This design comes from an exercise in tuning for small area and a short achievable clock period on the open sky130 flow, not from production work. At most, simulation tests tie the RTL to the original design; equivalence was not proved. Power and IR drop assume default switching activity.

## CIC_Decimation
module CIC_Decimation #(
    parameter int WIDTH_IN  = 16,
    parameter int NUM_STAGE = 5,
    parameter int MAX_RATE  = 16,
    parameter int WIDTH_OUT = WIDTH_IN + NUM_STAGE * $clog2(MAX_RATE)
)
(
    input  clk, ena, rst_n,
    input  logic signed [WIDTH_IN-1:0]  din_odd, din_even,
    input  [7:0] rate,
    output logic signed [WIDTH_OUT-1:0] dout,
    output vld, rdy
);
For scale: ~2200 cells after synthesis, ~940 flip-flops, ~81 I/O pins.
Settings: LEC_CHECK=0, CAP_MARGIN=20, CORE_MARGIN=2, CORE_UTILIZATION=70, CTS_CLUSTER_DIAMETER=60, CTS_CLUSTER_SIZE=30, SLEW_MARGIN=20, SYNTH_HIERARCHICAL=1, SYNTH_MINIMUM_KEEP_SIZE=0; clock period 14.0 ns.
standard.sh (not shown) runs the stock make flow with config.mk's settings and CLKGATE_MAP_FILE= SYNTH_SCRIPT=/design/flow/synth_recipe.tcl, a recipe that flattens the netlist after the stock synthesis.
==> flow/flow/run.sh <==
#!/bin/bash
# The standard layout (standard.sh), with the input and output port
# buffers made of sky130_fd_sc_hd__buf_2 instead of the cell buffer_ports
# picks by default. make's output goes to standard.log; ORFS keeps each
# tool's own log under orfs/logs/.
set -euo pipefail
export BUFFER_PORTS_ARGS="-buffer_cell sky130_fd_sc_hd__buf_2"
bash standard.sh > standard.log 2>&1
Rerun with:
--- a/flow/design.v
+++ b/flow/design.v
@@ -38,17 +38,17 @@
     output logic signed [WIDTH_OUT-1:0] dout,
     output vld, rdy
 );
     localparam int BW = WIDTH_OUT;              
     localparam int NST = NUM_STAGE;             
     localparam int NS = 7;                      
     localparam logic [8*(NS+1)-1:0] SB = {8'd36, 8'd31, 8'd26, 8'd21, 8'd16, 8'd11, 8'd6, 8'd0};
     localparam logic [NST-1:0] CPIPE = 5'b10100;
-    localparam int NCG = $countones(CPIPE);     
+    localparam int NCG = CPIPE[0] + CPIPE[1] + CPIPE[2] + CPIPE[3] + CPIPE[4];   
     localparam int NV = NST + NS + 1;
     logic [NV-1:0] tok;
     logic rst_q, clr_q;
     always_ff @(posedge clk) begin
         rst_q <= rst_n;
         clr_q <= !rst_n;
     end
     always_ff @(posedge clk) begin
@@ -176,17 +176,17 @@
         for (i = 0; i < NST; i++) begin : g_comb
             if (i == 0) begin : g_in
                 assign c_x[i] = dn;
             end else if (CPIPE[i-1]) begin : g_reg
                 assign c_x[i] = c_p[i-1];
             end else begin : g_wire
                 assign c_x[i] = c_y[i-1];
             end
-            localparam int CG = $countones(CPIPE & ((5'd1 << i) - 5'd1));
+            localparam int CG = (i > 0 ? CPIPE[0] : 0) + (i > 1 ? CPIPE[1] : 0) + (i > 2 ? CPIPE[2] : 0) + (i > 3 ? CPIPE[3] : 0);
             for (j = 0; j < NS; j++) begin : g_sl
                 localparam int LO = SB[8*j +: 8];
                 localparam int HI = SB[8*(j+1) +: 8] - 1;
                 logic [HI-LO+1:0] cc;
                 assign cc[0] = (j == 0) ? 1'b1 : cc_q[i][j-1];
                 for (b = LO; b <= HI; b++) begin : g_b
                     if (b == 0) begin : g_h
                         assign c_y[i][b]  = c_x[i][b] ^ c_d[i][b];
Routed wire length does not change.
Global-route usage does not change.
Area after synthesis is unchanged.
Die area stays the same.
Via count does not change.
Clock-buffer cell count does not change.
Worst hold slack stays the same.
Non-clock buffer count does not change.
Worst setup slack is unchanged.
First-iteration DRC count stays the same.
Clock power barely changes.
Final cell count is unchanged.
Sequential power stays flat.
Only the layout flow was run in the first run of this note; the RTL was not checked for function there.

========
## the reference run
The RTL this note starts from:
==> flow/design.v <==
module PulseSignal #(
    parameter int DELAY = 1,
    parameter bit RZ    = 1   
)
(
    input  logic clk,
    input  logic ena,
    input  logic rst_n,
    output logic dout
);
    localparam int CNTWIDTH = $clog2(DELAY + 2);
    logic [CNTWIDTH-1:0] count;
    always_ff @(posedge clk) begin
        if (!rst_n) begin
            count <= '0;
            dout  <= 1'b0;
        end
        else if (ena) begin
            if (count <= DELAY)
                count <= count + 1'b1;
            if (count == DELAY)
                dout <= 1'b1;          
            else if (RZ && (count > DELAY))
                dout <= 1'b0;          
        end
    end
endmodule
module CIC_Decimation #(
    parameter int WIDTH_IN  = 16,
    parameter int NUM_STAGE = 5,
    parameter int MAX_RATE  = 16,
    parameter int WIDTH_OUT = WIDTH_IN + NUM_STAGE * $clog2(MAX_RATE)
)
(
    input  clk, ena, rst_n,
    input  logic signed [WIDTH_IN-1:0]  din_odd, din_even,
    input  [7:0] rate,
    output logic signed [WIDTH_OUT-1:0] dout,
    output vld, rdy
);
    localparam int BW = WIDTH_OUT;              
    localparam int NST = NUM_STAGE;             
    localparam int SW = 6;                      
    localparam int NS = (BW + SW - 1) / SW;     
    localparam logic [NST-1:0] CPIPE = 5'b11010;
    localparam int NCG = $countones(CPIPE);     
    localparam int NV = NST + NS + 1;
    logic [NV-1:0] tok;
    logic rst_q, clr_q;
    always_ff @(posedge clk) begin
        rst_q <= rst_n;
        clr_q <= !rst_n;
    end
    always_ff @(posedge clk) begin
        tok[0] <= ena & rst_n;
        if (!rst_q) tok[NV-1:1] <= '0;
        else        tok[NV-1:1] <= tok[NV-2:0];
    end
    logic [WIDTH_IN-1:0] xe_d [NS];    
    logic [WIDTH_IN-1:0] xo_d [NS];
    always_ff @(posedge clk) begin
        xe_d[0] <= din_even;
        xo_d[0] <= din_odd;
        for (int k = 1; k < NS; k++) begin
            xe_d[k] <= xe_d[k-1];
            xo_d[k] <= xo_d[k-1];
        end
    end
    logic [BW-1:0] xe_s, xo_s;
    always_comb begin
        for (int b = 0; b < BW; b++) begin
            xe_s[b] = xe_d[b / SW][(b < WIDTH_IN) ? b : WIDTH_IN-1];
            xo_s[b] = xo_d[b / SW][(b < WIDTH_IN) ? b : WIDTH_IN-1];
        end
    end
    logic [BW-1:0] acc [NST];    
    logic [BW-1:0] evn [NST];    
    logic [BW-1:0] i_a [NST], i_b [NST], i_e [NST], i_o [NST];
    logic [NS-1:0] ce_q [NST], co_q [NST];    
    logic [NS:0]   ce_c [NST], co_c [NST];    
    logic [NS-1:0] sel_e;
    logic [BW-1:0] dn;           
    genvar i, j, b;
    generate
        for (i = 0; i < NST; i++) begin : g_int
            if (i == 0) begin : g_in
                assign i_a[i] = xe_s;
                assign i_b[i] = xo_s;
            end else begin : g_mid
                assign i_a[i] = evn[i-1];
                assign i_b[i] = acc[i-1];
            end
            for (j = 0; j < NS; j++) begin : g_sl
                localparam int LO = j * SW;
                localparam int HI = ((j + 1) * SW < BW ? (j + 1) * SW : BW) - 1;
                logic [HI-LO+1:0] ce, co;
                assign ce[0] = (j == 0) ? 1'b0 : ce_q[i][j-1];
                assign co[0] = (j == 0) ? 1'b0 : co_q[i][j-1];
                for (b = LO; b <= HI; b++) begin : g_b
                    if (b == 0) begin : g_h
                        assign i_e[i][b]    = acc[i][b] ^ i_a[i][b];
                        assign ce[b-LO+1]   = acc[i][b] & i_a[i][b];
                        assign i_o[i][b]    = i_e[i][b] ^ i_b[i][b];
                        assign co[b-LO+1]   = i_e[i][b] & i_b[i][b];
                    end else begin : g_f
                        cic_fa u_fe (.a(acc[i][b]), .b(i_a[i][b]), .c(ce[b-LO]), .s(i_e[i][b]), .co(ce[b-LO+1]));
                        cic_fa u_fo (.a(i_e[i][b]), .b(i_b[i][b]), .c(co[b-LO]), .s(i_o[i][b]), .co(co[b-LO+1]));
                    end
                end
                if (j < NS - 1) begin : g_cq
                    always_ff @(posedge clk) begin
                        ce_q[i][j] <= ce[HI-LO+1];
                        co_q[i][j] <= co[HI-LO+1];
                    end
                end
                always_ff @(posedge clk) begin
                    if (clr_q)
                        acc[i][HI:LO] <= '0;
                    else if (tok[i+j])
                        acc[i][HI:LO] <= i_o[i][HI:LO];
                end
                if (i < NST - 1) begin : g_ev
                    always_ff @(posedge clk) evn[i][HI:LO] <= i_e[i][HI:LO];
                end else begin : g_dn
                    always_ff @(posedge clk)
                        dn[HI:LO] <= sel_e[j] ? i_e[i][HI:LO] : i_o[i][HI:LO];
                end
            end
        end
    endgenerate
    logic [4:0] rate_q;
    always_ff @(posedge clk) rate_q <= rate[4:0];
    logic       ctl_tok;
    assign ctl_tok = tok[NST-1];
    logic [2:0] pcnt;            
    logic [2:0] dcnt;            
    logic [4:0] cd;              
    logic [5:0] cd2;
    logic       take_e, take_o, take;
    assign cd2    = {1'b0, cd} + 6'd2;
    assign take_e = ctl_tok && (pcnt == 3'd6) && (cd == 5'd0);
    assign take_o = ctl_tok && (pcnt == 3'd6) && (cd != 5'd0) && (cd2 > {1'b0, rate_q});
    assign take   = take_e | take_o;
    always_ff @(posedge clk) begin
        if (!rst_q) begin
            pcnt <= '0;
            dcnt <= '0;
            cd   <= '0;
        end else if (ctl_tok) begin
            if (pcnt != 3'd6) pcnt <= pcnt + 3'd1;
            if (take && dcnt != 3'd6) dcnt <= dcnt + 3'd1;
            if (pcnt == 3'd6)
                cd <= (cd2 >= {1'b0, rate_q}) ? 5'(cd2 - {1'b0, rate_q}) : cd2[4:0];
        end
    end
    logic [NS-1:0] sel_q;
    always_ff @(posedge clk) sel_q <= {sel_q[NS-2:0], take_e};
    assign sel_e = {sel_q[NS-2:0], take_e};
    localparam int ND = NS + NCG - 1;
    logic [ND-1:0] dtok, otok;
    always_ff @(posedge clk) begin
        if (!rst_q) begin
            dtok <= '0;
            otok <= '0;
        end else begin
            dtok <= {dtok[ND-2:0], take};
            otok <= {otok[ND-2:0], take && (dcnt == 3'd6)};
        end
    end
    logic [BW-1:0] c_x [NST], c_y [NST], c_d [NST];
    logic [BW-1:0] c_p [NST];           
    logic [NS-1:0] cc_q [NST];
    generate
        for (i = 0; i < NST; i++) begin : g_comb
            if (i == 0) begin : g_in
                assign c_x[i] = dn;
            end else if (CPIPE[i-1]) begin : g_reg
                assign c_x[i] = c_p[i-1];
            end else begin : g_wire
                assign c_x[i] = c_y[i-1];
            end
            localparam int CG = $countones(CPIPE & ((5'd1 << i) - 5'd1));
            for (j = 0; j < NS; j++) begin : g_sl
                localparam int LO = j * SW;
                localparam int HI = ((j + 1) * SW < BW ? (j + 1) * SW : BW) - 1;
                logic [HI-LO+1:0] cc;
                assign cc[0] = (j == 0) ? 1'b1 : cc_q[i][j-1];
                for (b = LO; b <= HI; b++) begin : g_b
                    if (b == 0) begin : g_h
                        assign c_y[i][b]  = c_x[i][b] ^ c_d[i][b];
                        assign cc[b-LO+1] = c_x[i][b] | ~c_d[i][b];
                    end else begin : g_f
                        cic_fa u_fc (.a(c_x[i][b]), .b(~c_d[i][b]), .c(cc[b-LO]), .s(c_y[i][b]), .co(cc[b-LO+1]));
                    end
                end
                if (j < NS - 1) begin : g_cq
                    always_ff @(posedge clk) cc_q[i][j] <= cc[HI-LO+1];
                end
                always_ff @(posedge clk)
                    if (dtok[j + CG]) c_d[i][HI:LO] <= c_x[i][HI:LO];
                if (CPIPE[i] && i < NST - 1) begin : g_p
                    always_ff @(posedge clk) c_p[i][HI:LO] <= c_y[i][HI:LO];
                end
            end
        end
    endgenerate
    logic [BW-1:0] dq;
    generate
        for (j = 0; j < NS; j++) begin : g_dsk
            localparam int LO = j * SW;
            localparam int HI = ((j + 1) * SW < BW ? (j + 1) * SW : BW) - 1;
            localparam int DL = NS - 1 - j;
            if (DL == 0) begin : g_0
                assign dq[HI:LO] = c_y[NST-1][HI:LO];
            end else begin : g_n
                logic [HI-LO:0] sh [DL];
                always_ff @(posedge clk) begin
                    sh[0] <= c_y[NST-1][HI:LO];
                    for (int k = 1; k < DL; k++) sh[k] <= sh[k-1];
                end
                assign dq[HI:LO] = sh[DL-1];
            end
        end
    endgenerate
    logic vld_q, rdy_q;
    logic [BW-1:0] dout_q;
    always_ff @(posedge clk) begin
        dout_q <= dq;
        if (!rst_n) begin
            vld_q <= 1'b0;
            rdy_q <= 1'b0;
        end else begin
            vld_q <= otok[ND-1] & rst_q;
            rdy_q <= rdy_q | (otok[ND-1] & rst_q);
        end
    end
    assign dout = dout_q;
    assign vld  = vld_q;
    assign rdy  = rdy_q;
endmodule
module cic_fa (
    input  logic a, b, c,
    output logic s, co
);
    assign s  = a ^ b ^ c;
    assign co = (a & b) | (a & c) | (b & c);
endmodule
==> flow/config.mk <==
export PLATFORM = sky130hd
export DESIGN_NAME = CIC_Decimation
export DESIGN_NICKNAME = CIC_Decimation
export VERILOG_FILES = /design/flow/design.v
export SDC_FILE = /design/flow/constraint.sdc
export NUM_CORES = 4
export LEC_CHECK = 0
export CAP_MARGIN = 20
export CORE_MARGIN = 2
export CORE_UTILIZATION = 70
export CTS_CLUSTER_DIAMETER = 60
export CTS_CLUSTER_SIZE = 30
export SLEW_MARGIN = 20
export SYNTH_HIERARCHICAL = 1
export SYNTH_MINIMUM_KEEP_SIZE = 0
==> flow/constraint.sdc <==
create_clock -name core_clock -period 14.0 [get_ports {clk}]
set_input_delay 2.8000 -clock core_clock [delete_from_list [all_inputs] [get_ports {clk}]]
set_output_delay 2.8000 -clock core_clock [all_outputs]
set_load 0.01 [all_outputs]
Scripts as last shown in full above: flow/flow/run.sh
The reference run finished every step from synthesis to the final layout, and the layout passed the timing, DRC and antenna checks.
--- input diff the reference run..the trial run ---
--- a/flow/design.v
+++ b/flow/design.v
@@ -45,17 +45,13 @@
     localparam logic [NST-1:0] CPIPE = 5'b11010;
     localparam int NCG = $countones(CPIPE);     
     localparam int NV = NST + NS + 1;
     logic [NV-1:0] tok;
-    logic rst_q, clr_q;
-    always_ff @(posedge clk) begin
-        rst_q <= rst_n;
-        clr_q <= !rst_n;
-    end
-    always_ff @(posedge clk) begin
-        tok[0] <= ena & rst_n;
-        if (!rst_q) tok[NV-1:1] <= '0;
-        else        tok[NV-1:1] <= tok[NV-2:0];
+    logic clr_q;
+    always_ff @(posedge clk) clr_q <= !rst_n;
+    always_ff @(posedge clk) begin
+        if (!rst_n) tok <= '0;
+        else        tok <= {tok[NV-2:0], ena};
     end
     logic [WIDTH_IN-1:0] xe_d [NS];    
     logic [WIDTH_IN-1:0] xo_d [NS];
     always_ff @(posedge clk) begin
@@ -141,9 +137,9 @@
     assign take_e = ctl_tok && (pcnt == 3'd6) && (cd == 5'd0);
     assign take_o = ctl_tok && (pcnt == 3'd6) && (cd != 5'd0) && (cd2 > {1'b0, rate_q});
     assign take   = take_e | take_o;
     always_ff @(posedge clk) begin
-        if (!rst_q) begin
+        if (!rst_n) begin
             pcnt <= '0;
             dcnt <= '0;
             cd   <= '0;
         end else if (ctl_tok) begin
@@ -158,9 +154,9 @@
     assign sel_e = {sel_q[NS-2:0], take_e};
     localparam int ND = NS + NCG - 1;
     logic [ND-1:0] dtok, otok;
     always_ff @(posedge clk) begin
-        if (!rst_q) begin
+        if (!rst_n) begin
             dtok <= '0;
             otok <= '0;
         end else begin
             dtok <= {dtok[ND-2:0], take};
@@ -229,10 +225,10 @@
         if (!rst_n) begin
             vld_q <= 1'b0;
             rdy_q <= 1'b0;
         end else begin
-            vld_q <= otok[ND-1] & rst_q;
-            rdy_q <= rdy_q | (otok[ND-1] & rst_q);
+            vld_q <= otok[ND-1];
+            rdy_q <= rdy_q | otok[ND-1];
         end
     end
     assign dout = dout_q;
     assign vld  = vld_q;
Findings:
- Summary of the comparison: switching power share of the total is higher in the trial run, relative to the reference run.
- The core utilization in the trial run sits 0.35 points below the value recorded for the reference run.
- [compare] base=the reference run new=the trial run: setup slack -24 ps, height of the die ~0 delta.
- As far as mean cell area of the mapped netlist is concerned, the reference run and the trial run perform about the same.
- The reference run -> the trial run: total power density per cell area decreased slightly
- The trial run was carried through to the last stage, and its layout satisfied the timing, DRC and antenna checks.
- Delta (the trial run minus the reference run): design area has decreased; area of the die now sits at about the same level.
No run of this note included a check of the RTL's function; only the layout flow was run.

==> static timing again, ports no longer ideal <==
Ports are ideal in the flow. The routed layouts listed here were re-timed in OpenROAD. Step 1: set_driving_cell puts a clkbuf_16 on clk and a buf_2 on each other input, an assumption about the parent block. Step 2 moves the port delays by t, midway between the first and last clock arrival at a register: inputs arrive t later, outputs are due t later. That takes back most of the time a late clock gives input paths. Slacks: ideal ports / drivers / drivers and shift; pairs: ideal ports / drivers.
run	shift t [ns]	setup WS [ns]	hold WS [ns]	worst data-port slew with drivers (ns)
the first run of note 1	0.660	10.127 / 10.066 / 10.192	0.329 / 0.329 / 0.329	0.04
the second run of note 1	0.660	10.127 / 10.066 / 10.192	0.329 / 0.329 / 0.329	0.04
the reference run	0.659	10.010 / 10.010 / 10.010	0.325 / 0.325 / 0.325	0.05
the trial run	0.664	9.986 / 9.986 / 9.414	0.326 / 0.326 / 0.326	0.04
After both steps every run listed still meets setup and hold. The setup slack of the trial run, which loses most, moves by 0.000 ns with the drivers and by -0.572 ns with both steps.
